Background: an optimization exercise with open tools, aiming at small area and a short achievable clock period. Do not read the settings as production practice. Function not checked in this run: the RTL went through the layout flow alone. No driver is modelled on the clock port, so clocking that relies on it looks cheaper here than on a real chip. Power figures rest on the tool's default switching activity, not on a simulated workload.

==> flow/design.v <==
module rrc_filter #(
	parameter WIDTH = 9
)(
	input logic clk,
	input logic rst,
	input logic signed [WIDTH-1:0] filter_in,
	output logic signed [WIDTH-1:0] filter_out
);
  logic [8:0] sr0, sr1, sr2, sr3, sr4, sr5, sr6, sr7, sr8, sr9, sr10, sr11, sr12, sr13, sr14, sr15, sr16, sr17, sr18, sr19, sr20, sr21, sr22, sr23, sr24, sr25, sr26, sr27;
  always_ff @(posedge clk or posedge rst) begin
    if (rst) begin
      sr0 <= 9'h000;
      sr1 <= 9'h000;
      sr2 <= 9'h000;
      sr3 <= 9'h000;
      sr4 <= 9'h000;
      sr5 <= 9'h000;
      sr6 <= 9'h000;
      sr7 <= 9'h000;
      sr8 <= 9'h000;
      sr9 <= 9'h000;
      sr10 <= 9'h000;
      sr11 <= 9'h000;
      sr12 <= 9'h000;
      sr13 <= 9'h000;
      sr14 <= 9'h000;
      sr15 <= 9'h000;
      sr16 <= 9'h000;
      sr17 <= 9'h000;
      sr18 <= 9'h000;
      sr19 <= 9'h000;
      sr20 <= 9'h000;
      sr21 <= 9'h000;
      sr22 <= 9'h000;
      sr23 <= 9'h000;
      sr24 <= 9'h000;
      sr25 <= 9'h000;
      sr26 <= 9'h000;
      sr27 <= 9'h000;
    end else begin
      sr0 <= filter_in;
      sr1 <= sr0;
      sr2 <= sr1;
      sr3 <= sr2;
      sr4 <= sr3;
      sr5 <= sr4;
      sr6 <= sr5;
      sr7 <= sr6;
      sr8 <= sr7;
      sr9 <= sr8;
      sr10 <= sr9;
      sr11 <= sr10;
      sr12 <= sr11;
      sr13 <= sr12;
      sr14 <= sr13;
      sr15 <= sr14;
      sr16 <= sr15;
      sr17 <= sr16;
      sr18 <= sr17;
      sr19 <= sr18;
      sr20 <= sr19;
      sr21 <= sr20;
      sr22 <= sr21;
      sr23 <= sr22;
      sr24 <= sr23;
      sr25 <= sr24;
      sr26 <= sr25;
      sr27 <= sr26;
    end
  end
  logic [9:0] t0;
  always_ff @(posedge clk or posedge rst) begin
    if (rst) t0 <= 10'd904;
    else t0 <= 10'd904 - {{1{filter_in[8]}}, filter_in};
  end
  logic [9:0] pv0;
  always_ff @(posedge clk or posedge rst) begin
    if (rst) pv0 <= 10'd0;
    else pv0 <= {sr11[8], sr11} + {sr13[8], sr13};
  end
  logic [28:0] cs3;
  logic [34:0] cs2;
  logic [33:0] cs1;
  wire n1 = ~sr26[0];
  wire s2, c3;
  rrc_fa u3 (.a(sr24[0]), .b(sr27[0]), .ci(n1), .s(s2), .co(c3));
  wire s4, c5;
  rrc_fa u5 (.a(sr16[0]), .b(sr18[0]), .ci(sr20[0]), .s(s4), .co(c5));
  wire s6, c7;
  rrc_fa u7 (.a(sr21[0]), .b(sr24[1]), .ci(sr27[1]), .s(s6), .co(c7));
  wire n8 = ~c3;
  wire s9, c10;
  rrc_fa u10 (.a(sr23[0]), .b(sr26[1]), .ci(n8), .s(s9), .co(c10));
  wire n11 = ~s6;
  wire s12, c13;
  rrc_fa u13 (.a(s4), .b(n11), .ci(s9), .s(s12), .co(c13));
  wire s14, c15;
  rrc_fa u15 (.a(sr15[0]), .b(sr16[1]), .ci(sr18[1]), .s(s14), .co(c15));
  wire s16, c17;
  rrc_fa u17 (.a(sr20[1]), .b(sr23[1]), .ci(sr26[2]), .s(s16), .co(c17));
  wire s18, c19;
  rrc_fa u19 (.a(sr21[1]), .b(sr24[2]), .ci(sr27[2]), .s(s18), .co(c19));
  wire n20 = ~c7;
  wire s21, c22;
  rrc_fa u22 (.a(c5), .b(n20), .ci(s14), .s(s21), .co(c22));
  wire n23 = ~s18;
  wire s24, c25;
  rrc_fa u25 (.a(s16), .b(n23), .ci(c10), .s(s24), .co(c25));
  wire s26, c27;
  rrc_fa u27 (.a(s21), .b(c13), .ci(s24), .s(s26), .co(c27));
  wire s28, c29;
  rrc_fa u29 (.a(sr15[1]), .b(sr16[0]), .ci(sr16[2]), .s(s28), .co(c29));
  wire s30, c31;
  rrc_fa u31 (.a(sr17[0]), .b(sr18[2]), .ci(sr20[2]), .s(s30), .co(c31));
  wire s32, c33;
  rrc_fa u33 (.a(sr18[0]), .b(sr21[2]), .ci(sr24[3]), .s(s32), .co(c33));
  wire n34 = ~sr27[3];
  wire s35, c36;
  rrc_fa u36 (.a(sr23[2]), .b(sr26[3]), .ci(n34), .s(s35), .co(c36));
  wire n37 = ~c19;
  wire s38, c39;
  rrc_fa u39 (.a(c15), .b(c17), .ci(n37), .s(s38), .co(c39));
  wire s40, c41;
  rrc_fa u41 (.a(s28), .b(s30), .ci(s35), .s(s40), .co(c41));
  wire n42 = ~s32;
  wire s43, c44;
  rrc_fa u44 (.a(n42), .b(c22), .ci(s38), .s(s43), .co(c44));
  wire s45, c46;
  rrc_fa u46 (.a(s40), .b(c25), .ci(s43), .s(s45), .co(c46));
  wire s47, c48;
  rrc_fa u48 (.a(sr15[2]), .b(sr16[1]), .ci(sr16[3]), .s(s47), .co(c48));
  wire s49, c50;
  rrc_fa u50 (.a(sr17[1]), .b(sr18[3]), .ci(sr20[3]), .s(s49), .co(c50));
  wire s51, c52;
  rrc_fa u52 (.a(sr18[1]), .b(sr21[3]), .ci(sr24[4]), .s(s51), .co(c52));
  wire n53 = ~sr27[4];
  wire s54, c55;
  rrc_fa u55 (.a(sr23[3]), .b(sr26[4]), .ci(n53), .s(s54), .co(c55));
  wire s56, c57;
  rrc_fa u57 (.a(c29), .b(c31), .ci(c36), .s(s56), .co(c57));
  wire s58, c59;
  rrc_fa u59 (.a(s47), .b(s49), .ci(s54), .s(s58), .co(c59));
  wire n60 = ~c39;
  wire s61, c62;
  rrc_fa u62 (.a(c33), .b(s51), .ci(n60), .s(s61), .co(c62));
  wire s63, c64;
  rrc_fa u64 (.a(c41), .b(s56), .ci(s58), .s(s63), .co(c64));
  wire n65 = ~s61;
  wire s66, c67;
  rrc_fa u67 (.a(c44), .b(n65), .ci(s63), .s(s66), .co(c67));
  wire s68, c69;
  rrc_fa u69 (.a(sr15[3]), .b(sr16[2]), .ci(sr16[4]), .s(s68), .co(c69));
  wire s70, c71;
  rrc_fa u71 (.a(sr17[2]), .b(sr18[4]), .ci(sr20[4]), .s(s70), .co(c71));
  wire s72, c73;
  rrc_fa u73 (.a(sr15[0]), .b(sr18[2]), .ci(sr21[4]), .s(s72), .co(c73));
  wire n74 = ~sr24[5];
  wire s75, c76;
  rrc_fa u76 (.a(sr23[4]), .b(sr26[5]), .ci(n74), .s(s75), .co(c76));
  wire s77, c78;
  rrc_fa u78 (.a(c48), .b(c50), .ci(c55), .s(s77), .co(c78));
  wire s79, c80;
  rrc_fa u80 (.a(sr27[5]), .b(c52), .ci(s72), .s(s79), .co(c80));
  wire s81, c82;
  rrc_fa u82 (.a(s68), .b(s70), .ci(s75), .s(s81), .co(c82));
  wire s83, c84;
  rrc_fa u84 (.a(c57), .b(c59), .ci(s77), .s(s83), .co(c84));
  wire n85 = ~s81;
  wire s86, c87;
  rrc_fa u87 (.a(s79), .b(n85), .ci(c62), .s(s86), .co(c87));
  wire n88 = ~s86;
  wire s89, c90;
  rrc_fa u90 (.a(c64), .b(s83), .ci(n88), .s(s89), .co(c90));
  wire s91, c92;
  rrc_fa u92 (.a(sr15[4]), .b(sr16[3]), .ci(sr16[5]), .s(s91), .co(c92));
  wire s93, c94;
  rrc_fa u94 (.a(sr17[3]), .b(sr18[5]), .ci(sr20[5]), .s(s93), .co(c94));
  wire s95, c96;
  rrc_fa u96 (.a(sr15[1]), .b(sr18[3]), .ci(sr21[5]), .s(s95), .co(c96));
  wire n97 = ~sr24[6];
  wire s98, c99;
  rrc_fa u99 (.a(sr23[5]), .b(sr26[6]), .ci(n97), .s(s98), .co(c99));
  wire s100, c101;
  rrc_fa u101 (.a(c69), .b(c71), .ci(c76), .s(s100), .co(c101));
  wire s102, c103;
  rrc_fa u103 (.a(sr27[6]), .b(c73), .ci(s95), .s(s102), .co(c103));
  wire s104, c105;
  rrc_fa u105 (.a(s91), .b(s93), .ci(s98), .s(s104), .co(c105));
  wire s106, c107;
  rrc_fa u107 (.a(c78), .b(c82), .ci(s100), .s(s106), .co(c107));
  wire n108 = ~s104;
  wire s109, c110;
  rrc_fa u110 (.a(c80), .b(s102), .ci(n108), .s(s109), .co(c110));
  wire n111 = ~s109;
  wire s112, c113;
  rrc_fa u113 (.a(c84), .b(s106), .ci(n111), .s(s112), .co(c113));
  wire s114, c115;
  rrc_fa u115 (.a(sr15[5]), .b(sr16[4]), .ci(sr16[6]), .s(s114), .co(c115));
  wire s116, c117;
  rrc_fa u117 (.a(sr17[4]), .b(sr18[6]), .ci(sr20[6]), .s(s116), .co(c117));
  wire s118, c119;
  rrc_fa u119 (.a(sr15[2]), .b(sr18[4]), .ci(sr21[6]), .s(s118), .co(c119));
  wire n120 = ~sr24[7];
  wire s121, c122;
  rrc_fa u122 (.a(sr23[6]), .b(sr26[7]), .ci(n120), .s(s121), .co(c122));
  wire s123, c124;
  rrc_fa u124 (.a(c92), .b(c94), .ci(c99), .s(s123), .co(c124));
  wire s125, c126;
  rrc_fa u126 (.a(sr27[7]), .b(c96), .ci(s118), .s(s125), .co(c126));
  wire s127, c128;
  rrc_fa u128 (.a(s114), .b(s116), .ci(s121), .s(s127), .co(c128));
  wire s129, c130;
  rrc_fa u130 (.a(c101), .b(c105), .ci(s123), .s(s129), .co(c130));
  wire n131 = ~s127;
  wire s132, c133;
  rrc_fa u133 (.a(c103), .b(s125), .ci(n131), .s(s132), .co(c133));
  wire n134 = ~c110;
  wire s135, c136;
  rrc_fa u136 (.a(c107), .b(s129), .ci(n134), .s(s135), .co(c136));
  wire s137, c138;
  rrc_fa u138 (.a(sr15[6]), .b(sr16[5]), .ci(sr16[7]), .s(s137), .co(c138));
  wire s139, c140;
  rrc_fa u140 (.a(sr17[5]), .b(sr18[7]), .ci(sr20[7]), .s(s139), .co(c140));
  wire s141, c142;
  rrc_fa u142 (.a(sr23[7]), .b(sr24[8]), .ci(sr27[8]), .s(s141), .co(c142));
  wire s143, c144;
  rrc_fa u144 (.a(sr15[3]), .b(sr18[5]), .ci(sr21[7]), .s(s143), .co(c144));
  wire s145, c146;
  rrc_fa u146 (.a(c115), .b(c117), .ci(c122), .s(s145), .co(c146));
  wire s147, c148;
  rrc_fa u148 (.a(sr26[8]), .b(c119), .ci(s143), .s(s147), .co(c148));
  wire s149, c150;
  rrc_fa u150 (.a(s137), .b(s139), .ci(s141), .s(s149), .co(c150));
  wire s151, c152;
  rrc_fa u152 (.a(c124), .b(c128), .ci(s145), .s(s151), .co(c152));
  wire n153 = ~s149;
  wire s154, c155;
  rrc_fa u155 (.a(c126), .b(s147), .ci(n153), .s(s154), .co(c155));
  wire n156 = ~c133;
  wire s157, c158;
  rrc_fa u158 (.a(c130), .b(s151), .ci(n156), .s(s157), .co(c158));
  wire s159, c160;
  rrc_fa u160 (.a(sr15[7]), .b(sr16[6]), .ci(sr17[6]), .s(s159), .co(c160));
  wire s161, c162;
  rrc_fa u162 (.a(sr15[4]), .b(sr16[8]), .ci(sr18[6]), .s(s161), .co(c162));
  wire s163, c164;
  rrc_fa u164 (.a(sr18[8]), .b(sr20[8]), .ci(sr23[8]), .s(s163), .co(c164));
  wire s165, c166;
  rrc_fa u166 (.a(sr21[8]), .b(c138), .ci(c140), .s(s165), .co(c166));
  wire n167 = ~c144;
  wire s168, c169;
  rrc_fa u169 (.a(c142), .b(n167), .ci(s159), .s(s168), .co(c169));
  wire n170 = ~c146;
  wire s171, c172;
  rrc_fa u172 (.a(s161), .b(s163), .ci(n170), .s(s171), .co(c172));
  wire n173 = ~c148;
  wire s174, c175;
  rrc_fa u175 (.a(c150), .b(s165), .ci(n173), .s(s174), .co(c175));
  wire n176 = ~s171;
  wire s177, c178;
  rrc_fa u178 (.a(s168), .b(c152), .ci(n176), .s(s177), .co(c178));
  wire n179 = ~c155;
  wire s180, c181;
  rrc_fa u181 (.a(s174), .b(n179), .ci(c158), .s(s180), .co(c181));
  wire s182, c183;
  rrc_fa u183 (.a(sr15[5]), .b(sr15[8]), .ci(sr18[7]), .s(s182), .co(c183));
  wire s184, c185;
  rrc_fa u185 (.a(sr16[7]), .b(sr17[7]), .ci(c160), .s(s184), .co(c185));
  wire s186, c187;
  rrc_fa u187 (.a(c162), .b(c164), .ci(s182), .s(s186), .co(c187));
  wire s188, c189;
  rrc_fa u189 (.a(c166), .b(c169), .ci(s184), .s(s188), .co(c189));
  wire n190 = ~c175;
  wire s191, c192;
  rrc_fa u192 (.a(s186), .b(c172), .ci(n190), .s(s191), .co(c192));
  wire n193 = ~s191;
  wire s194, c195;
  rrc_fa u195 (.a(s188), .b(c178), .ci(n193), .s(s194), .co(c195));
  wire s196, c197;
  rrc_fa u197 (.a(sr15[6]), .b(sr16[8]), .ci(sr17[8]), .s(s196), .co(c197));
  wire n198 = ~sr18[8];
  wire s199, c200;
  rrc_fa u200 (.a(n198), .b(c183), .ci(s196), .s(s199), .co(c200));
  wire n201 = ~c185;
  wire s202, c203;
  rrc_fa u203 (.a(n201), .b(c187), .ci(s199), .s(s202), .co(c203));
  wire n204 = ~c189;
  wire s205, c206;
  rrc_fa u206 (.a(n204), .b(s202), .ci(c192), .s(s205), .co(c206));
  wire s207, c208;
  rrc_fa u208 (.a(sr15[7]), .b(c197), .ci(c200), .s(s207), .co(c208));
  wire s209, c210;
  rrc_fa u210 (.a(cs3[1]), .b(sr11[0]), .ci(sr15[0]), .s(s209), .co(c210));
  wire s211, c212;
  rrc_fa u212 (.a(sr11[1]), .b(sr13[0]), .ci(sr15[1]), .s(s211), .co(c212));
  wire n213 = ~pv0[2];
  wire s214, c215;
  rrc_fa u215 (.a(n213), .b(cs3[2]), .ci(c210), .s(s214), .co(c215));
  wire s216, c217;
  rrc_fa u217 (.a(sr8[0]), .b(sr11[2]), .ci(sr13[1]), .s(s216), .co(c217));
  wire n218 = ~pv0[3];
  wire s219, c220;
  rrc_fa u220 (.a(sr15[2]), .b(n218), .ci(cs3[3]), .s(s219), .co(c220));
  wire s221, c222;
  rrc_fa u222 (.a(cs3[4]), .b(c212), .ci(s216), .s(s221), .co(c222));
  wire s223, c224;
  rrc_fa u224 (.a(s219), .b(c215), .ci(s221), .s(s223), .co(c224));
  wire s225, c226;
  rrc_fa u226 (.a(cs3[5]), .b(cs3[6]), .ci(sr8[1]), .s(s225), .co(c226));
  wire s227, c228;
  rrc_fa u228 (.a(sr11[3]), .b(sr13[2]), .ci(sr15[3]), .s(s227), .co(c228));
  wire s229, c230;
  rrc_fa u230 (.a(sr11[0]), .b(sr15[0]), .ci(pv0[0]), .s(s229), .co(c230));
  wire n231 = ~pv0[4];
  wire s232, c233;
  rrc_fa u233 (.a(n231), .b(c217), .ci(s225), .s(s232), .co(c233));
  wire n234 = ~s229;
  wire s235, c236;
  rrc_fa u236 (.a(s227), .b(c220), .ci(n234), .s(s235), .co(c236));
  wire s237, c238;
  rrc_fa u238 (.a(c222), .b(s232), .ci(s235), .s(s237), .co(c238));
  wire s239, c240;
  rrc_fa u240 (.a(sr8[2]), .b(sr11[4]), .ci(sr13[3]), .s(s239), .co(c240));
  wire s241, c242;
  rrc_fa u242 (.a(sr11[1]), .b(sr15[1]), .ci(pv0[1]), .s(s241), .co(c242));
  wire n243 = ~pv0[5];
  wire s244, c245;
  rrc_fa u245 (.a(sr15[4]), .b(n243), .ci(cs3[7]), .s(s244), .co(c245));
  wire s246, c247;
  rrc_fa u247 (.a(cs3[8]), .b(c226), .ci(c228), .s(s246), .co(c247));
  wire n248 = ~s239;
  wire s249, c250;
  rrc_fa u250 (.a(c230), .b(s241), .ci(n248), .s(s249), .co(c250));
  wire s251, c252;
  rrc_fa u252 (.a(s244), .b(c233), .ci(s246), .s(s251), .co(c252));
  wire n253 = ~s249;
  wire s254, c255;
  rrc_fa u255 (.a(c236), .b(n253), .ci(s251), .s(s254), .co(c255));
  wire s256, c257;
  rrc_fa u257 (.a(cs3[11]), .b(sr8[3]), .ci(sr11[5]), .s(s256), .co(c257));
  wire s258, c259;
  rrc_fa u259 (.a(sr13[0]), .b(sr13[4]), .ci(sr15[5]), .s(s258), .co(c259));
  wire s260, c261;
  rrc_fa u261 (.a(cs3[9]), .b(sr11[2]), .ci(sr15[2]), .s(s260), .co(c261));
  wire n262 = ~cs3[10];
  wire s263, c264;
  rrc_fa u264 (.a(pv0[2]), .b(pv0[6]), .ci(n262), .s(s263), .co(c264));
  wire n265 = ~c242;
  wire s266, c267;
  rrc_fa u267 (.a(c240), .b(n265), .ci(s256), .s(s266), .co(c267));
  wire n268 = ~s260;
  wire s269, c270;
  rrc_fa u270 (.a(s258), .b(c245), .ci(n268), .s(s269), .co(c270));
  wire n271 = ~c247;
  wire s272, c273;
  rrc_fa u273 (.a(s263), .b(n271), .ci(c250), .s(s272), .co(c273));
  wire s274, c275;
  rrc_fa u275 (.a(s266), .b(s269), .ci(c252), .s(s274), .co(c275));
  wire n276 = ~s272;
  wire s277, c278;
  rrc_fa u278 (.a(n276), .b(c255), .ci(s274), .s(s277), .co(c278));
  wire s279, c280;
  rrc_fa u280 (.a(cs3[13]), .b(sr8[4]), .ci(sr11[6]), .s(s279), .co(c280));
  wire s281, c282;
  rrc_fa u282 (.a(sr13[0]), .b(sr13[1]), .ci(sr13[5]), .s(s281), .co(c282));
  wire s283, c284;
  rrc_fa u284 (.a(cs3[12]), .b(sr11[3]), .ci(sr15[3]), .s(s283), .co(c284));
  wire n285 = ~pv0[3];
  wire s286, c287;
  rrc_fa u287 (.a(sr15[6]), .b(pv0[0]), .ci(n285), .s(s286), .co(c287));
  wire n288 = ~pv0[7];
  wire s289, c290;
  rrc_fa u290 (.a(n288), .b(cs3[14]), .ci(c257), .s(s289), .co(c290));
  wire n291 = ~c261;
  wire s292, c293;
  rrc_fa u293 (.a(c259), .b(n291), .ci(s279), .s(s292), .co(c293));
  wire n294 = ~s283;
  wire s295, c296;
  rrc_fa u296 (.a(s281), .b(s286), .ci(n294), .s(s295), .co(c296));
  wire n297 = ~c264;
  wire s298, c299;
  rrc_fa u299 (.a(n297), .b(c267), .ci(s289), .s(s298), .co(c299));
  wire s300, c301;
  rrc_fa u301 (.a(c270), .b(s292), .ci(s295), .s(s300), .co(c301));
  wire n302 = ~c273;
  wire s303, c304;
  rrc_fa u304 (.a(n302), .b(s298), .ci(s300), .s(s303), .co(c304));
  wire s305, c306;
  rrc_fa u306 (.a(cs3[16]), .b(sr8[5]), .ci(sr11[7]), .s(s305), .co(c306));
  wire s307, c308;
  rrc_fa u308 (.a(sr13[1]), .b(sr13[2]), .ci(sr13[6]), .s(s307), .co(c308));
  wire s309, c310;
  rrc_fa u310 (.a(sr11[4]), .b(sr15[4]), .ci(pv0[4]), .s(s309), .co(c310));
  wire n311 = ~pv0[8];
  wire s312, c313;
  rrc_fa u313 (.a(sr15[7]), .b(pv0[1]), .ci(n311), .s(s312), .co(c313));
  wire n314 = ~cs3[15];
  wire s315, c316;
  rrc_fa u316 (.a(cs3[17]), .b(n314), .ci(c280), .s(s315), .co(c316));
  wire n317 = ~c284;
  wire s318, c319;
  rrc_fa u319 (.a(c282), .b(c287), .ci(n317), .s(s318), .co(c319));
  wire s320, c321;
  rrc_fa u321 (.a(s305), .b(s307), .ci(s312), .s(s320), .co(c321));
  wire n322 = ~s309;
  wire s323, c324;
  rrc_fa u324 (.a(n322), .b(c290), .ci(c293), .s(s323), .co(c324));
  wire s325, c326;
  rrc_fa u326 (.a(s315), .b(c296), .ci(s318), .s(s325), .co(c326));
  wire s327, c328;
  rrc_fa u328 (.a(s320), .b(c299), .ci(s323), .s(s327), .co(c328));
  wire s329, c330;
  rrc_fa u330 (.a(c301), .b(s325), .ci(s327), .s(s329), .co(c330));
  wire s331, c332;
  rrc_fa u332 (.a(cs3[19]), .b(sr8[6]), .ci(sr13[2]), .s(s331), .co(c332));
  wire s333, c334;
  rrc_fa u334 (.a(sr13[3]), .b(sr13[7]), .ci(pv0[2]), .s(s333), .co(c334));
  wire s335, c336;
  rrc_fa u336 (.a(sr11[5]), .b(sr11[8]), .ci(sr15[5]), .s(s335), .co(c336));
  wire n337 = ~pv0[9];
  wire s338, c339;
  rrc_fa u339 (.a(sr15[8]), .b(pv0[5]), .ci(n337), .s(s338), .co(c339));
  wire s340, c341;
  rrc_fa u341 (.a(cs3[18]), .b(c306), .ci(c308), .s(s340), .co(c341));
  wire n342 = ~c310;
  wire s343, c344;
  rrc_fa u344 (.a(c313), .b(n342), .ci(s331), .s(s343), .co(c344));
  wire n345 = ~s333;
  wire s346, c347;
  rrc_fa u347 (.a(s335), .b(s338), .ci(n345), .s(s346), .co(c347));
  wire s348, c349;
  rrc_fa u349 (.a(c316), .b(c319), .ci(c321), .s(s348), .co(c349));
  wire n350 = ~s346;
  wire s351, c352;
  rrc_fa u352 (.a(s340), .b(s343), .ci(n350), .s(s351), .co(c352));
  wire s353, c354;
  rrc_fa u354 (.a(c324), .b(c326), .ci(s348), .s(s353), .co(c354));
  wire s355, c356;
  rrc_fa u356 (.a(s351), .b(c328), .ci(s353), .s(s355), .co(c356));
  wire s357, c358;
  rrc_fa u358 (.a(cs3[21]), .b(sr8[7]), .ci(sr13[3]), .s(s357), .co(c358));
  wire s359, c360;
  rrc_fa u360 (.a(sr11[6]), .b(sr13[8]), .ci(sr15[6]), .s(s359), .co(c360));
  wire n361 = ~pv0[6];
  wire s362, c363;
  rrc_fa u363 (.a(sr13[4]), .b(pv0[3]), .ci(n361), .s(s362), .co(c363));
  wire s364, c365;
  rrc_fa u365 (.a(cs3[20]), .b(c332), .ci(c334), .s(s364), .co(c365));
  wire s366, c367;
  rrc_fa u367 (.a(c336), .b(c339), .ci(s359), .s(s366), .co(c367));
  wire s368, c369;
  rrc_fa u369 (.a(s357), .b(s362), .ci(c341), .s(s368), .co(c369));
  wire n370 = ~c347;
  wire s371, c372;
  rrc_fa u372 (.a(c344), .b(s364), .ci(n370), .s(s371), .co(c372));
  wire n373 = ~s366;
  wire s374, c375;
  rrc_fa u375 (.a(n373), .b(c349), .ci(s368), .s(s374), .co(c375));
  wire s376, c377;
  rrc_fa u377 (.a(c352), .b(s371), .ci(c354), .s(s376), .co(c377));
  wire s378, c379;
  rrc_fa u379 (.a(cs3[22]), .b(sr13[4]), .ci(sr13[5]), .s(s378), .co(c379));
  wire s380, c381;
  rrc_fa u381 (.a(sr8[8]), .b(sr11[7]), .ci(sr15[7]), .s(s380), .co(c381));
  wire n382 = ~pv0[4];
  wire s383, c384;
  rrc_fa u384 (.a(pv0[7]), .b(n382), .ci(cs3[23]), .s(s383), .co(c384));
  wire n385 = ~c360;
  wire s386, c387;
  rrc_fa u387 (.a(c358), .b(c363), .ci(n385), .s(s386), .co(c387));
  wire n388 = ~s378;
  wire s389, c390;
  rrc_fa u390 (.a(s380), .b(n388), .ci(s383), .s(s389), .co(c390));
  wire n391 = ~c367;
  wire s392, c393;
  rrc_fa u393 (.a(c365), .b(n391), .ci(s386), .s(s392), .co(c393));
  wire n394 = ~s389;
  wire s395, c396;
  rrc_fa u396 (.a(c369), .b(n394), .ci(c372), .s(s395), .co(c396));
  wire s397, c398;
  rrc_fa u398 (.a(s392), .b(c375), .ci(s395), .s(s397), .co(c398));
  wire s399, c400;
  rrc_fa u400 (.a(sr11[8]), .b(sr13[5]), .ci(sr13[6]), .s(s399), .co(c400));
  wire s401, c402;
  rrc_fa u402 (.a(cs3[25]), .b(cs3[26]), .ci(pv0[8]), .s(s401), .co(c402));
  wire n403 = ~cs3[24];
  wire s404, c405;
  rrc_fa u405 (.a(sr15[8]), .b(pv0[5]), .ci(n403), .s(s404), .co(c405));
  wire n406 = ~c381;
  wire s407, c408;
  rrc_fa u408 (.a(c379), .b(n406), .ci(s399), .s(s407), .co(c408));
  wire n409 = ~s404;
  wire s410, c411;
  rrc_fa u411 (.a(s401), .b(c384), .ci(n409), .s(s410), .co(c411));
  wire n412 = ~c390;
  wire s413, c414;
  rrc_fa u414 (.a(c387), .b(s407), .ci(n412), .s(s413), .co(c414));
  wire n415 = ~s410;
  wire s416, c417;
  rrc_fa u417 (.a(n415), .b(c393), .ci(s413), .s(s416), .co(c417));
  wire s418, c419;
  rrc_fa u419 (.a(cs3[27]), .b(sr13[6]), .ci(sr13[7]), .s(s418), .co(c419));
  wire n420 = ~cs3[28];
  wire s421, c422;
  rrc_fa u422 (.a(pv0[6]), .b(pv0[9]), .ci(n420), .s(s421), .co(c422));
  wire n423 = ~c402;
  wire s424, c425;
  rrc_fa u425 (.a(c400), .b(n423), .ci(s418), .s(s424), .co(c425));
  wire s426, c427;
  rrc_fa u427 (.a(s421), .b(c405), .ci(c408), .s(s426), .co(c427));
  wire n428 = ~c411;
  wire s429, c430;
  rrc_fa u430 (.a(s424), .b(n428), .ci(s426), .s(s429), .co(c430));
  wire s431, c432;
  rrc_fa u432 (.a(c414), .b(s429), .ci(c417), .s(s431), .co(c432));
  wire n433 = ~sr13[8];
  wire s434, c435;
  rrc_fa u435 (.a(sr13[7]), .b(pv0[7]), .ci(n433), .s(s434), .co(c435));
  wire s436, c437;
  rrc_fa u437 (.a(c419), .b(c422), .ci(s434), .s(s436), .co(c437));
  wire s438, c439;
  rrc_fa u439 (.a(c425), .b(s436), .ci(c427), .s(s438), .co(c439));
  wire n440 = ~sr13[8];
  wire s441, c442;
  rrc_fa u442 (.a(pv0[8]), .b(n440), .ci(c435), .s(s441), .co(c442));
  wire s443, c444;
  rrc_fa u444 (.a(c437), .b(s441), .ci(c439), .s(s443), .co(c444));
  wire s445, c446;
  rrc_fa u446 (.a(cs2[0]), .b(cs2[1]), .ci(sr2[0]), .s(s445), .co(c446));
  wire s447, c448;
  rrc_fa u448 (.a(cs2[3]), .b(sr0[1]), .ci(sr3[0]), .s(s447), .co(c448));
  wire s449, c450;
  rrc_fa u450 (.a(sr6[0]), .b(sr8[0]), .ci(sr10[0]), .s(s449), .co(c450));
  wire s451, c452;
  rrc_fa u452 (.a(cs2[2]), .b(sr2[1]), .ci(sr5[0]), .s(s451), .co(c452));
  wire n453 = ~c446;
  wire s454, c455;
  rrc_fa u455 (.a(n453), .b(s447), .ci(s449), .s(s454), .co(c455));
  wire s456, c457;
  rrc_fa u457 (.a(cs2[4]), .b(sr0[2]), .ci(sr3[1]), .s(s456), .co(c457));
  wire s458, c459;
  rrc_fa u459 (.a(sr6[1]), .b(sr8[1]), .ci(sr10[1]), .s(s458), .co(c459));
  wire n460 = ~sr11[0];
  wire s461, c462;
  rrc_fa u462 (.a(sr2[2]), .b(sr5[1]), .ci(n460), .s(s461), .co(c462));
  wire s463, c464;
  rrc_fa u464 (.a(cs2[5]), .b(c448), .ci(c450), .s(s463), .co(c464));
  wire n465 = ~c452;
  wire s466, c467;
  rrc_fa u467 (.a(n465), .b(s456), .ci(s458), .s(s466), .co(c467));
  wire n468 = ~s461;
  wire s469, c470;
  rrc_fa u470 (.a(n468), .b(c455), .ci(s463), .s(s469), .co(c470));
  wire s471, c472;
  rrc_fa u472 (.a(sr0[3]), .b(sr3[2]), .ci(sr6[2]), .s(s471), .co(c472));
  wire s473, c474;
  rrc_fa u474 (.a(sr8[2]), .b(sr10[0]), .ci(sr10[2]), .s(s473), .co(c474));
  wire s475, c476;
  rrc_fa u476 (.a(sr2[3]), .b(sr5[2]), .ci(sr8[0]), .s(s475), .co(c476));
  wire s477, c478;
  rrc_fa u478 (.a(sr11[1]), .b(cs2[6]), .ci(c457), .s(s477), .co(c478));
  wire n479 = ~c462;
  wire s480, c481;
  rrc_fa u481 (.a(c459), .b(n479), .ci(s471), .s(s480), .co(c481));
  wire n482 = ~s475;
  wire s483, c484;
  rrc_fa u484 (.a(s473), .b(n482), .ci(c464), .s(s483), .co(c484));
  wire s485, c486;
  rrc_fa u486 (.a(s477), .b(c467), .ci(s480), .s(s485), .co(c486));
  wire s487, c488;
  rrc_fa u488 (.a(s483), .b(c470), .ci(s485), .s(s487), .co(c488));
  wire s489, c490;
  rrc_fa u490 (.a(cs2[7]), .b(cs2[8]), .ci(sr0[4]), .s(s489), .co(c490));
  wire s491, c492;
  rrc_fa u492 (.a(sr3[3]), .b(sr6[3]), .ci(sr8[3]), .s(s491), .co(c492));
  wire s493, c494;
  rrc_fa u494 (.a(sr10[1]), .b(sr10[3]), .ci(sr11[2]), .s(s493), .co(c494));
  wire s495, c496;
  rrc_fa u496 (.a(sr2[4]), .b(sr5[3]), .ci(sr8[1]), .s(s495), .co(c496));
  wire n497 = ~c476;
  wire s498, c499;
  rrc_fa u499 (.a(c472), .b(c474), .ci(n497), .s(s498), .co(c499));
  wire s500, c501;
  rrc_fa u501 (.a(s489), .b(s491), .ci(s493), .s(s500), .co(c501));
  wire n502 = ~s495;
  wire s503, c504;
  rrc_fa u504 (.a(n502), .b(c478), .ci(c481), .s(s503), .co(c504));
  wire s505, c506;
  rrc_fa u506 (.a(s498), .b(s500), .ci(c484), .s(s505), .co(c506));
  wire s507, c508;
  rrc_fa u508 (.a(c486), .b(s503), .ci(s505), .s(s507), .co(c508));
  wire s509, c510;
  rrc_fa u510 (.a(sr0[5]), .b(sr3[4]), .ci(sr6[4]), .s(s509), .co(c510));
  wire s511, c512;
  rrc_fa u512 (.a(sr8[4]), .b(sr10[2]), .ci(sr10[4]), .s(s511), .co(c512));
  wire s513, c514;
  rrc_fa u514 (.a(sr2[5]), .b(sr5[4]), .ci(sr8[2]), .s(s513), .co(c514));
  wire n515 = ~sr11[0];
  wire s516, c517;
  rrc_fa u517 (.a(sr11[3]), .b(n515), .ci(cs2[9]), .s(s516), .co(c517));
  wire s518, c519;
  rrc_fa u519 (.a(cs2[10]), .b(c490), .ci(c492), .s(s518), .co(c519));
  wire n520 = ~c496;
  wire s521, c522;
  rrc_fa u522 (.a(c494), .b(n520), .ci(s509), .s(s521), .co(c522));
  wire n523 = ~s513;
  wire s524, c525;
  rrc_fa u525 (.a(s511), .b(n523), .ci(s516), .s(s524), .co(c525));
  wire s526, c527;
  rrc_fa u527 (.a(c499), .b(c501), .ci(s518), .s(s526), .co(c527));
  wire s528, c529;
  rrc_fa u529 (.a(s521), .b(s524), .ci(c504), .s(s528), .co(c529));
  wire s530, c531;
  rrc_fa u531 (.a(s526), .b(c506), .ci(s528), .s(s530), .co(c531));
  wire s532, c533;
  rrc_fa u533 (.a(sr0[6]), .b(sr3[5]), .ci(sr6[5]), .s(s532), .co(c533));
  wire s534, c535;
  rrc_fa u535 (.a(sr8[5]), .b(sr10[3]), .ci(sr10[5]), .s(s534), .co(c535));
  wire s536, c537;
  rrc_fa u537 (.a(sr2[6]), .b(sr5[5]), .ci(sr8[3]), .s(s536), .co(c537));
  wire n538 = ~sr11[1];
  wire s539, c540;
  rrc_fa u540 (.a(sr11[4]), .b(n538), .ci(cs2[11]), .s(s539), .co(c540));
  wire n541 = ~c514;
  wire s542, c543;
  rrc_fa u543 (.a(c510), .b(c512), .ci(n541), .s(s542), .co(c543));
  wire s544, c545;
  rrc_fa u545 (.a(s532), .b(s534), .ci(c517), .s(s544), .co(c545));
  wire n546 = ~s536;
  wire s547, c548;
  rrc_fa u548 (.a(n546), .b(s539), .ci(c519), .s(s547), .co(c548));
  wire s549, c550;
  rrc_fa u550 (.a(c522), .b(s542), .ci(c525), .s(s549), .co(c550));
  wire s551, c552;
  rrc_fa u552 (.a(s544), .b(s547), .ci(c527), .s(s551), .co(c552));
  wire s553, c554;
  rrc_fa u554 (.a(s549), .b(c529), .ci(s551), .s(s553), .co(c554));
  wire s555, c556;
  rrc_fa u556 (.a(cs2[14]), .b(sr0[7]), .ci(sr3[6]), .s(s555), .co(c556));
  wire s557, c558;
  rrc_fa u558 (.a(sr6[6]), .b(sr8[6]), .ci(sr10[4]), .s(s557), .co(c558));
  wire s559, c560;
  rrc_fa u560 (.a(sr2[7]), .b(sr5[6]), .ci(sr8[4]), .s(s559), .co(c560));
  wire n561 = ~sr11[2];
  wire s562, c563;
  rrc_fa u563 (.a(sr10[6]), .b(sr11[5]), .ci(n561), .s(s562), .co(c563));
  wire s564, c565;
  rrc_fa u565 (.a(cs2[12]), .b(cs2[13]), .ci(c533), .s(s564), .co(c565));
  wire n566 = ~c537;
  wire s567, c568;
  rrc_fa u568 (.a(c535), .b(n566), .ci(s555), .s(s567), .co(c568));
  wire s569, c570;
  rrc_fa u570 (.a(s557), .b(c540), .ci(s562), .s(s569), .co(c570));
  wire n571 = ~s559;
  wire s572, c573;
  rrc_fa u573 (.a(n571), .b(c543), .ci(s564), .s(s572), .co(c573));
  wire s574, c575;
  rrc_fa u575 (.a(c545), .b(s567), .ci(s569), .s(s574), .co(c575));
  wire s576, c577;
  rrc_fa u577 (.a(c548), .b(s572), .ci(c550), .s(s576), .co(c577));
  wire s578, c579;
  rrc_fa u579 (.a(s574), .b(c552), .ci(s576), .s(s578), .co(c579));
  wire s580, c581;
  rrc_fa u581 (.a(cs2[15]), .b(cs2[16]), .ci(sr2[8]), .s(s580), .co(c581));
  wire s582, c583;
  rrc_fa u583 (.a(sr3[7]), .b(sr6[7]), .ci(sr8[7]), .s(s582), .co(c583));
  wire s584, c585;
  rrc_fa u585 (.a(sr10[5]), .b(sr10[7]), .ci(sr11[6]), .s(s584), .co(c585));
  wire s586, c587;
  rrc_fa u587 (.a(sr0[8]), .b(sr5[7]), .ci(sr8[5]), .s(s586), .co(c587));
  wire s588, c589;
  rrc_fa u589 (.a(c556), .b(c558), .ci(c563), .s(s588), .co(c589));
  wire s590, c591;
  rrc_fa u591 (.a(sr11[3]), .b(c560), .ci(s586), .s(s590), .co(c591));
  wire s592, c593;
  rrc_fa u593 (.a(s580), .b(s582), .ci(s584), .s(s592), .co(c593));
  wire s594, c595;
  rrc_fa u595 (.a(c565), .b(c568), .ci(s588), .s(s594), .co(c595));
  wire n596 = ~s590;
  wire s597, c598;
  rrc_fa u598 (.a(c570), .b(s592), .ci(n596), .s(s597), .co(c598));
  wire s599, c600;
  rrc_fa u600 (.a(c573), .b(s594), .ci(c575), .s(s599), .co(c600));
  wire s601, c602;
  rrc_fa u602 (.a(s597), .b(c577), .ci(s599), .s(s601), .co(c602));
  wire s603, c604;
  rrc_fa u604 (.a(cs2[18]), .b(sr5[8]), .ci(sr10[6]), .s(s603), .co(c604));
  wire s605, c606;
  rrc_fa u606 (.a(sr3[8]), .b(sr6[8]), .ci(sr8[6]), .s(s605), .co(c606));
  wire s607, c608;
  rrc_fa u608 (.a(sr8[8]), .b(sr10[8]), .ci(sr11[4]), .s(s607), .co(c608));
  wire s609, c610;
  rrc_fa u610 (.a(sr11[7]), .b(cs2[17]), .ci(c581), .s(s609), .co(c610));
  wire n611 = ~c587;
  wire s612, c613;
  rrc_fa u613 (.a(c583), .b(c585), .ci(n611), .s(s612), .co(c613));
  wire n614 = ~s603;
  wire s615, c616;
  rrc_fa u616 (.a(s605), .b(s607), .ci(n614), .s(s615), .co(c616));
  wire s617, c618;
  rrc_fa u618 (.a(c589), .b(s609), .ci(c593), .s(s617), .co(c618));
  wire n619 = ~s612;
  wire s620, c621;
  rrc_fa u621 (.a(c591), .b(n619), .ci(s615), .s(s620), .co(c621));
  wire s622, c623;
  rrc_fa u623 (.a(c595), .b(s617), .ci(c598), .s(s622), .co(c623));
  wire n624 = ~s620;
  wire s625, c626;
  rrc_fa u626 (.a(n624), .b(c600), .ci(s622), .s(s625), .co(c626));
  wire s627, c628;
  rrc_fa u628 (.a(sr8[7]), .b(sr11[5]), .ci(sr11[8]), .s(s627), .co(c628));
  wire s629, c630;
  rrc_fa u630 (.a(cs2[19]), .b(sr10[7]), .ci(cs2[20]), .s(s629), .co(c630));
  wire n631 = ~c606;
  wire s632, c633;
  rrc_fa u633 (.a(cs2[21]), .b(c604), .ci(n631), .s(s632), .co(c633));
  wire n634 = ~s629;
  wire s635, c636;
  rrc_fa u636 (.a(c608), .b(s627), .ci(n634), .s(s635), .co(c636));
  wire s637, c638;
  rrc_fa u638 (.a(c610), .b(c613), .ci(s632), .s(s637), .co(c638));
  wire n639 = ~c618;
  wire s640, c641;
  rrc_fa u641 (.a(c616), .b(s635), .ci(n639), .s(s640), .co(c641));
  wire n642 = ~c621;
  wire s643, c644;
  rrc_fa u644 (.a(s637), .b(n642), .ci(c623), .s(s643), .co(c644));
  wire s645, c646;
  rrc_fa u646 (.a(cs2[22]), .b(cs2[23]), .ci(sr8[8]), .s(s645), .co(c646));
  wire s647, c648;
  rrc_fa u648 (.a(sr10[8]), .b(sr11[6]), .ci(c628), .s(s647), .co(c648));
  wire s649, c650;
  rrc_fa u650 (.a(s645), .b(c630), .ci(c633), .s(s649), .co(c650));
  wire n651 = ~c638;
  wire s652, c653;
  rrc_fa u653 (.a(s647), .b(c636), .ci(n651), .s(s652), .co(c653));
  wire n654 = ~s649;
  wire s655, c656;
  rrc_fa u656 (.a(n654), .b(c641), .ci(s652), .s(s655), .co(c656));
  wire n657 = ~sr11[7];
  wire s658, c659;
  rrc_fa u659 (.a(cs2[24]), .b(n657), .ci(cs2[25]), .s(s658), .co(c659));
  wire s660, c661;
  rrc_fa u661 (.a(cs2[26]), .b(c646), .ci(s658), .s(s660), .co(c661));
  wire n662 = ~c648;
  wire s663, c664;
  rrc_fa u664 (.a(n662), .b(s660), .ci(c650), .s(s663), .co(c664));
  wire s665, c666;
  rrc_fa u666 (.a(cs2[27]), .b(sr11[8]), .ci(c659), .s(s665), .co(c666));
  wire s667, c668;
  rrc_fa u668 (.a(c661), .b(s665), .ci(c664), .s(s667), .co(c668));
  wire s669, c670;
  rrc_fa u670 (.a(cs2[28]), .b(cs2[29]), .ci(cs2[30]), .s(s669), .co(c670));
  wire s671, c672;
  rrc_fa u672 (.a(s669), .b(c666), .ci(c668), .s(s671), .co(c672));
  wire n673 = ~cs2[32];
  wire s674, c675;
  rrc_fa u675 (.a(cs2[33]), .b(cs2[34]), .ci(n673), .s(s674), .co(c675));
  wire n676 = ~cs1[1];
  wire n677 = ~cs1[2];
  wire n678 = ~t0[9];
  wire n679 = ~cs1[19];
  wire n680 = ~cs1[23];
  wire n681 = ~cs1[25];
  wire n682 = ~cs1[26];
  wire n683 = ~cs1[20];
  wire s684, c685;
  rrc_ha u685 (.a(cs1[0]), .b(t0[0]), .s(s684), .co(c685));
  wire s686, c687;
  rrc_fa u687 (.a(t0[1]), .b(n677), .ci(cs1[3]), .s(s686), .co(c687));
  wire s688, c689;
  rrc_fa u689 (.a(cs1[5]), .b(t0[2]), .ci(cs1[4]), .s(s688), .co(c689));
  wire s690, c691;
  rrc_ha u691 (.a(cs1[6]), .b(t0[3]), .s(s690), .co(c691));
  wire s692, c693;
  rrc_fa u693 (.a(cs1[8]), .b(t0[4]), .ci(cs1[7]), .s(s692), .co(c693));
  wire s694, c695;
  rrc_fa u695 (.a(t0[5]), .b(cs1[9]), .ci(cs1[10]), .s(s694), .co(c695));
  wire s696, c697;
  rrc_fa u697 (.a(cs1[11]), .b(cs1[12]), .ci(t0[6]), .s(s696), .co(c697));
  wire s698, c699;
  rrc_fa u699 (.a(cs1[13]), .b(cs1[14]), .ci(t0[7]), .s(s698), .co(c699));
  wire s700, c701;
  rrc_fa u701 (.a(cs1[15]), .b(cs1[16]), .ci(t0[8]), .s(s700), .co(c701));
  wire s702, c703;
  rrc_fa u703 (.a(cs1[18]), .b(cs1[17]), .ci(n678), .s(s702), .co(c703));
  wire s704, c705;
  rrc_fa u705 (.a(cs1[21]), .b(n679), .ci(n683), .s(s704), .co(c705));
  wire s706, c707;
  rrc_fa u707 (.a(cs1[20]), .b(cs1[22]), .ci(n680), .s(s706), .co(c707));
  wire s708, c709;
  rrc_fa u709 (.a(cs1[24]), .b(n681), .ci(n682), .s(s708), .co(c709));
  wire n710 = ~cs1[27];
  wire n711 = ~cs1[28];
  wire s712, c713;
  rrc_fa u713 (.a(cs1[29]), .b(cs1[30]), .ci(cs1[31]), .s(s712), .co(c713));
  wire n714 = ~cs1[32];
  always_ff @(posedge clk or posedge rst) begin
    if (rst) cs3 <= 29'b00001100101101100010110011101;
    else cs3 <= {c208, sr15[8], c206, s207, c203, s205, c195, s194, c181, s180, s177, s157, c136, s154, s135, c113, s132, c90, s112, c87, s89, c67, s66, c46, s45, c27, s26, s12, s2};
  end
  always_ff @(posedge clk or posedge rst) begin
    if (rst) cs2 <= 35'b00011110000111001111100000110000001;
    else cs2 <= {c444, c442, pv0[9], s443, c432, s438, c430, s431, c398, s416, c396, s397, c377, s376, c356, s374, s355, c330, s329, c304, c278, s303, c275, s277, s254, c238, s237, c224, s223, s214, s211, s209, pv0[1], pv0[0], cs3[0]};
  end
  always_ff @(posedge clk or posedge rst) begin
    if (rst) cs1 <= 34'b0101111101010001111000101010011010;
    else cs1 <= {c675, s674, c672, c670, cs2[31], s671, s667, c656, c653, s663, s655, c644, s643, c626, s640, s625, c602, s601, c579, s578, c554, s553, c531, s530, c508, s507, c488, s487, s469, s466, s454, s451, s445, sr0[0]};
  end
  wire [18:0] fa_ = {1'b1, cs1[33], n714, s712, n711, n710, s708, s706, s704, s702, s700, s698, s696, s694, s692, s690, s688, s686, n676};
  wire [18:0] fb_ = {1'b0, cs1[32], c713, cs1[28], cs1[27], c709, c707, c705, c703, c701, c699, c697, c695, c693, c691, c689, c687, c685, s684};
  wire [18:0] sum_ = fa_ + fb_;
  wire ovf_ = (sum_[18] != sum_[16]) || (sum_[17] != sum_[16]);
  wire [8:0] y_ = ovf_ ? (sum_[18] ? 9'h100 : 9'h0ff) : sum_[16:8];
  always_ff @(posedge clk or posedge rst) begin
    if (rst) filter_out <= 9'd0;
    else filter_out <= y_;
  end
endmodule
module rrc_fa (input logic a, input logic b, input logic ci, output logic s, output logic co);
  assign s = a ^ b ^ ci;
  assign co = (a & b) | (a & ci) | (b & ci);
endmodule
module rrc_carry8 (input logic [7:0] a, input logic [7:0] b, output logic co);
  wire [8:0] t = {1'b0, a} + {1'b0, b};
  assign co = t[8];
endmodule
module rrc_hsat (input logic [10:0] a, input logic [10:0] b, input logic ci, output logic [8:0] y);
  wire [11:0] t2 = {a, ci} + {b, ci};
  wire [10:0] t = t2[11:1];
  wire ovf = (t[10] != t[8]) || (t[9] != t[8]);
  assign y = ovf ? (t[10] ? 9'h100 : 9'h0ff) : t[8:0];
endmodule
module rrc_fa1 (input logic a, input logic b, output logic s, output logic co);
  assign s = ~(a ^ b);
  assign co = a | b;
endmodule
module rrc_ha (input logic a, input logic b, output logic s, output logic co);
  assign s = a ^ b;
  assign co = a & b;
endmodule
==> flow/flow/run.sh <==
#!/bin/bash
# Own layout flow: the standard ORFS flow (standard.sh, unchanged synthesis), with
#  - timing repair aimed below the design's period (SETUP_SLACK_MARGIN; the SDC is unchanged),
#  - port buffers of a normal buffer cell rather than the smallest one,
#  - after CTS, the clock port drives the tree's branch buffers directly, split in two (flow/flatten_clock_root.tcl).
# Each step's full log is kept by ORFS under orfs/logs/; make's own output goes to flow.log.
set -uo pipefail
here=$(pwd)
bash standard.sh SETUP_SLACK_MARGIN=7.45 "BUFFER_PORTS_ARGS=-buffer_cell sky130_fd_sc_hd__buf_2" \
  "POST_CTS_TCL=$here/flow/flatten_clock_root.tcl" finish > flow.log 2>&1
==> flow/flow/flatten_clock_root.tcl <==
# POST_CTS hook. CTS builds root buffer -> branch buffers -> leaf buffers -> registers.
# 1. Drop the root buffer: the clock port then feeds the branch buffers directly.
set block [ord::get_db_block]
set clknet [$block findNet clk]

proc loads_of {net} {
  set l {}
  foreach it [$net getITerms] { if {[$it isInputSignal]} { lappend l $it } }
  return $l
}
proc out_net {inst} {
  foreach it [$inst getITerms] { if {[$it isOutputSignal]} { return [$it getNet] } }
  return ""
}

set roots [loads_of $clknet]
puts "clock hook: clock port feeds [llength $roots] cell(s)"
if {[llength $roots] == 1} {
  set root [[lindex $roots 0] getInst]
  set out [out_net $root]
  set loads [loads_of $out]
  if {[llength $loads] <= 4 && [llength $loads] > 0} {
    foreach it $loads {
      set pname "[[$it getInst] getName]/[[$it getMTerm] getName]"
      disconnect_pin [$out getName] $pname
      connect_pin clk $pname
    }
    set rname [$root getName]
    set oname [$out getName]
    delete_instance $rname
    delete_net $oname
    puts "clock hook: removed root $rname"
  }
}

set branches [loads_of $clknet]
set nsplit [expr {4 / max(1, [llength $branches])}]
if {[llength $branches] <= 2} {
  set k 0
  foreach bit $branches {
    set b [$bit getInst]
    set bnet [out_net $b]
    set leaves [loads_of $bnet]
    if {[llength $leaves] < 4} continue
    # split the leaves in two halves along the wider spread of their positions
    set pts {}
    foreach it $leaves {
      set li [$it getInst]
      set loc [$li getLocation]
      lappend pts [list $it [lindex $loc 0] [lindex $loc 1]]
    }
    set xs [lmap p $pts {lindex $p 1}]
    set ys [lmap p $pts {lindex $p 2}]
    set dx [expr {[tcl::mathfunc::max {*}$xs] - [tcl::mathfunc::min {*}$xs]}]
    set dy [expr {[tcl::mathfunc::max {*}$ys] - [tcl::mathfunc::min {*}$ys]}]
    set idx [expr {$dx >= $dy ? 1 : 2}]
    set pts [lsort -integer -index $idx $pts]
    set half [expr {[llength $pts] / 2}]
    set moved [lrange $pts $half end]
    set master [[$b getMaster] getName]
    set nname "clkhook_split_${k}"
    set netname "clkhook_net_${k}"
    incr k
    set newnet [odb::dbNet_create $block $netname]
    $newnet setSigType CLOCK
    set inst [odb::dbInst_create $block [[ord::get_db] findMaster $master] $nname]
    set sx 0; set sy 0
    foreach p $moved { set sx [expr {$sx + [lindex $p 1]}]; set sy [expr {$sy + [lindex $p 2]}] }
    set n [llength $moved]
    $inst setLocation [expr {$sx / $n}] [expr {$sy / $n}]
    $inst setPlacementStatus PLACED
    [$inst findITerm A] connect $clknet
    [$inst findITerm X] connect $newnet
    foreach p $moved {
      set it [lindex $p 0]
      $it disconnect
      $it connect $newnet
    }
    # move the original branch buffer to the centroid of the leaves it keeps
    set sx 0; set sy 0
    set kept [lrange $pts 0 [expr {$half - 1}]]
    foreach p $kept { set sx [expr {$sx + [lindex $p 1]}]; set sy [expr {$sy + [lindex $p 2]}] }
    set n [llength $kept]
    $b setLocation [expr {$sx / $n}] [expr {$sy / $n}]
    puts "clock hook: split [$b getName] ([llength $leaves] leaves) into two"
  }
  detailed_placement
  check_placement -verbose
}
estimate_parasitics -placement
report_clock_latency
==> flow/standard.sh <==
#!/bin/bash
# synth_recipe.tcl (not shown) runs the flow's synth.tcl, then flattens the netlist and writes it again
# the make line also repeats each setting of config.mk as NAME=value (left out here)
make -C /OpenROAD-flow-scripts/flow DESIGN_CONFIG=/design/flow/config.mk WORK_HOME=/design/flow/orfs CLKGATE_MAP_FILE= SYNTH_SCRIPT=/design/flow/synth_recipe.tcl "${@:-finish}"
==> flow/config.mk <==
export PLATFORM = sky130hd
export DESIGN_NAME = rrc_filter
export DESIGN_NICKNAME = rrc_filter
export VERILOG_FILES = /design/flow/design.v
export SDC_FILE = /design/flow/constraint.sdc
export NUM_CORES = 4
export LEC_CHECK = 0
export ABC_CLOCK_PERIOD_IN_PS = 800
export CAP_MARGIN = 20
export CORE_MARGIN = 2
export CORE_UTILIZATION = 70
export CTS_BUF_LIST = sky130_fd_sc_hd__clkbuf_16
export CTS_CLUSTER_DIAMETER = 90
export CTS_CLUSTER_SIZE = 32
export PLACE_DENSITY = 0.75
export SLEW_MARGIN = 20
export SYNTH_HIERARCHICAL = 1
==> flow/constraint.sdc <==
create_clock -name core_clock -period 10.5 [get_ports {clk}]
set_input_delay 2.1000 -clock core_clock [delete_from_list [all_inputs] [get_ports {clk}]]
set_output_delay 2.1000 -clock core_clock [all_outputs]
set_load 0.01 [all_outputs]
==> flow_metrics.env <==
export IMPL_status="timing/DRC/antenna clean"
export IMPL_grt_setup_unrepaired="yes"
export IMPL_fin_tns_setup_ns=0
export IMPL_diodes=0
export IMPL_vdd_ir_drop_worst_v=0.000421
export IMPL_finalHoldViolations=0
export IMPL_fin_cells=1382
export IMPL_tritoncts="built"
export IMPL_grt_pass1_wl_um=48700
export IMPL_routabilityCongestion=0.837
export IMPL_overflow=0
export IMPL_critPathKind="flop to flop"
export IMPL_comb_power_share_pct=54.8
export IMPL_fmax_ghz=0.324
export IMPL_drt_pass1_iter_count=4
export IMPL_grt_max_degree=95
export IMPL_p_leak_uw=0.00827
export IMPL_multi_input_area_mm2=0.00747
export IMPL_grt_pass1_vias=8945
export IMPL_synth_async_reset_ratio_pct=100
export IMPL_routedWlPerCell_um=21.8
export IMPL_ios=20
export IMPL_p_per_area_mw_per_mm2=328
export IMPL_drive_above_1_share_pct=18.2
export IMPL_antenna_left=0
export IMPL_die_x_um=161
export IMPL_drv_cap=0
export IMPL_setup_ws_ns=7.42
export IMPL_hold_path_class="flop to flop"
export IMPL_synth_main_ff_cell="dfrtp_1"
export IMPL_synth_area_mm2=0.0172
export IMPL_die_y_um=161
export IMPL_p_switching_uw=2470
export IMPL_p_int_uw=3700
export IMPL_fin_skew_ns=0.0253
export IMPL_vias=7477
export IMPL_drc_errors=0
export IMPL_start_util_pct=71.1
export IMPL_period_needed_ns=3.08
export IMPL_fill_cells=1359
export IMPL_drt_iter0_drc=572
export IMPL_clkTransAtPathRegs_ns=0.11
export IMPL_slew_limit_headroom_pct=60.3
export IMPL_die_area_mm2=0.0259
export IMPL_end_kind="flop"
export IMPL_drv_slew=0
export IMPL_p_clk_share_pct=12.1
export IMPL_reg2reg_from="t0[7]$_DFF_PP1_"
export IMPL_core_mm2=0.0242
export IMPL_yosysSeqAreaShare_pct=54.9
export IMPL_cp_arrival_ns=3.32
export IMPL_cts_sinks=376
export IMPL_dpl_hpwl_um=21600
export IMPL_pwr_share_seq_pct=33.1
export IMPL_cp_max_fo=6
export IMPL_antenna_found_initial=0
export IMPL_syn_inst=982
export IMPL_vias_per_cell=5.41
export IMPL_post_place_cells=1324
export IMPL_synthDistinctLibCells=48
export IMPL_worstPathRequired_ns=10.73
export IMPL_drt_total_wl_um=30200
export IMPL_ys_warn_count=7
export IMPL_hp_start="sr7[6]$_DFF_PP0_"
export IMPL_switching_share_pct=40.0
export IMPL_synth_edf_count=0
export IMPL_setup_worst_path_start_class="flop"
export IMPL_rows=57
export IMPL_syn_nets=1319
export IMPL_yosys_register_bits=376
export IMPL_seq_area_mm2=0.00951
export IMPL_io_buffers=19
export IMPL_min_period_over_period_pct=29.4
export IMPL_syn2layout_area_growth_pct=9.24
export IMPL_nets=1385
export IMPL_track_usage_pct=25.4
export IMPL_clock_latency_ns=0.33
export IMPL_dpl_worst_slack_ns=6.07
export IMPL_tightest_slew_ns=0.595
export IMPL_setup_viol=0
export IMPL_startpoint="t0[7]$_DFF_PP1_"
export IMPL_syn_area_per_cell_um2=17.6
[Yosys stat by module (local to each module, per instance)]
module	times used	area, um^2	cells inside	flip-flops and latches
rrc_fa	296	20.0	1	0
rrc_filter	1	11300	684	376
rrc_ha	2	12.5	1	0
[metal layers]
metal / track usage [%] / share of wire [%]
met3: 2.71 / 2.6
met2: 42.7 / 52
met4: 6.21 / 2.2
met1: 37.5 / 43
met5: 0 / 0
[cell usage after synthesis (2+ instances only)]
library cell	number	share of area [%]
a21oi_1	26	0.75
nor3_1	4	0.12
o31ai_1	2	0.087
fa_1	297	34
a21o_1	7	0.30
o21ai_1	8	0.23
dfrtp_1	325	47
inv_1	127	2.8
xnor2_1	12	0.61
nand4_1	5	0.18
a211oi_1	2	0.087
o21bai_1	4	0.17
ha_1	29	2.1
nand2b_1	3	0.11
xor2_1	8	0.41
buf_2	4	0.12
a21oi_2	3	0.15
dfstp_2	51	7.8
nand3_1	4	0.12
nor2_1	8	0.17
nand2_1	17	0.37
o21ai_0	10	0.29
[flip-flops by register name, indices dropped and copies added, names as in the netlist, 10 cells and up]
register  count
pv0          10
cs2          35
cs1          33
cs3          29
[through the flow]
| stage | total power (uW) | hold slack [ns] | instance area [um^2] | util (%) |
|---|---|---|---|---|
| after floorplan | 4260 | 0.331 | 17200 | - |
| after global placement | 4900 | 0.332 | 17800 | 73.3 |
| after detailed placement | 5020 | 0.335 | 17800 | 73.3 |
| after global routing | 6770 | 0.352 | 18800 | 77.7 |
| final | 6170 | 0.345 | 18800 | 77.7 |
[cells by family after synthesis]
group	share of synthesized area [%]
DFF	54.9
adders and majority gates	36.6
buffers and inverters	2.92
AOI/OAI and AO/OA	3.21
and+or+nand+nor	1.33
xor gates and xnor gates	1.02
[placed cells by master (no fill, tap or decap), types with 3 or more instances in the layout]
master	instances
o21ai_0	10
o21ai_1	7
fa_2	7
a21oi_1	20
nand3_2	3
buf_2	19
xnor2_1	12
a21oi_2	7
dfrtp_2	27
o21bai_1	4
nand4_1	5
dfrtp_1	298
fa_1	290
nand2_1	16
nor2_1	7
xor2_1	8
buf_6	3
inv_1	131
ha_4	5
dfstp_2	51
nand2b_1	3
clkbuf_16	19
ha_1	23
nor3_1	3
buf_4	23
a21o_1	7
[worst paths after layout]
path | to | slack [ns] | cells after the start
worst min register to register | sr8[6]$_DFF_PP0_ | 0.35 | 0
max in group asynchronous | cs2[16]$_DFF_PP1_ | 7.58 | 5
worst min-delay path | sr8[6]$_DFF_PP0_ | 0.35 | 0
worst max register to register | filter_out[3]$_DFF_PP0_ | 7.42 | 11
min in group asynchronous | sr11[2]$_DFF_PP0_ | 1.98 | 3
worst max-delay path | filter_out[3]$_DFF_PP0_ | 7.42 | 11
[area by class of cell, without the clock buffers]
class | count | share of cell area, %
Buffer | 2 | 0.266
Clock inverter | 11 | 0.372
Inverter | 128 | 2.57
Multi-Input combinational cell | 474 | 39.7
Sequential cell | 376 | 50.5
Tap cell | 324 | 2.15
Timing Repair Buffer | 51 | 2.38
[critical path, stage by stage, from the launching register on]
cell      delay, ns
dfstp_2        0.56
fa_1           0.47
ha_4           0.32
nand4_1        0.15
a211oi_2       0.27
a311oi_4       0.06
buf_6          0.15
a2111o_1       0.45
o211ai_4       0.17
buf_6          0.17
o21ai_2        0.06
a21oi_1        0.17
[power groups by stage]
stage	clock, uW	sequential, uW	combinational [uW]
6_report	749	2040	3380
3_5_place_dp	0	2080	2950
5_1_grt	826	2080	3870
3_3_place_gp	0	2060	2830
2_1_floorplan	0	2020	2240

## port drivers added, routing unchanged
The results above use ideal ports. As a check the final layout listed here was re-extracted and re-timed, cells and wires unchanged. Step 1 sets driving cells, clkbuf_16 on the clock port and buf_2 on the other inputs (assumed; they add their load-dependent delay and slew). Step 2 adds t to the input delays and takes it off the output delays; t is the mean of the earliest and latest rising clock arrival at the registers after step 1. Input paths then give back, and output paths get back, about the clock's delay inside the block. a / b / c = ideal ports / drivers / drivers and shift; a / b = the first two.
t (ns): 0.419
slack for setup (ns): 7.417 / 7.417 / 7.128
slew at the worst register clock pin (ns): 0.11 / 0.11
pins driven straight from the clock port: 4
After both steps setup and hold are still met in this run. For this run, drivers alone change the setup slack by 0.000 ns; drivers and shift together by -0.289 ns.
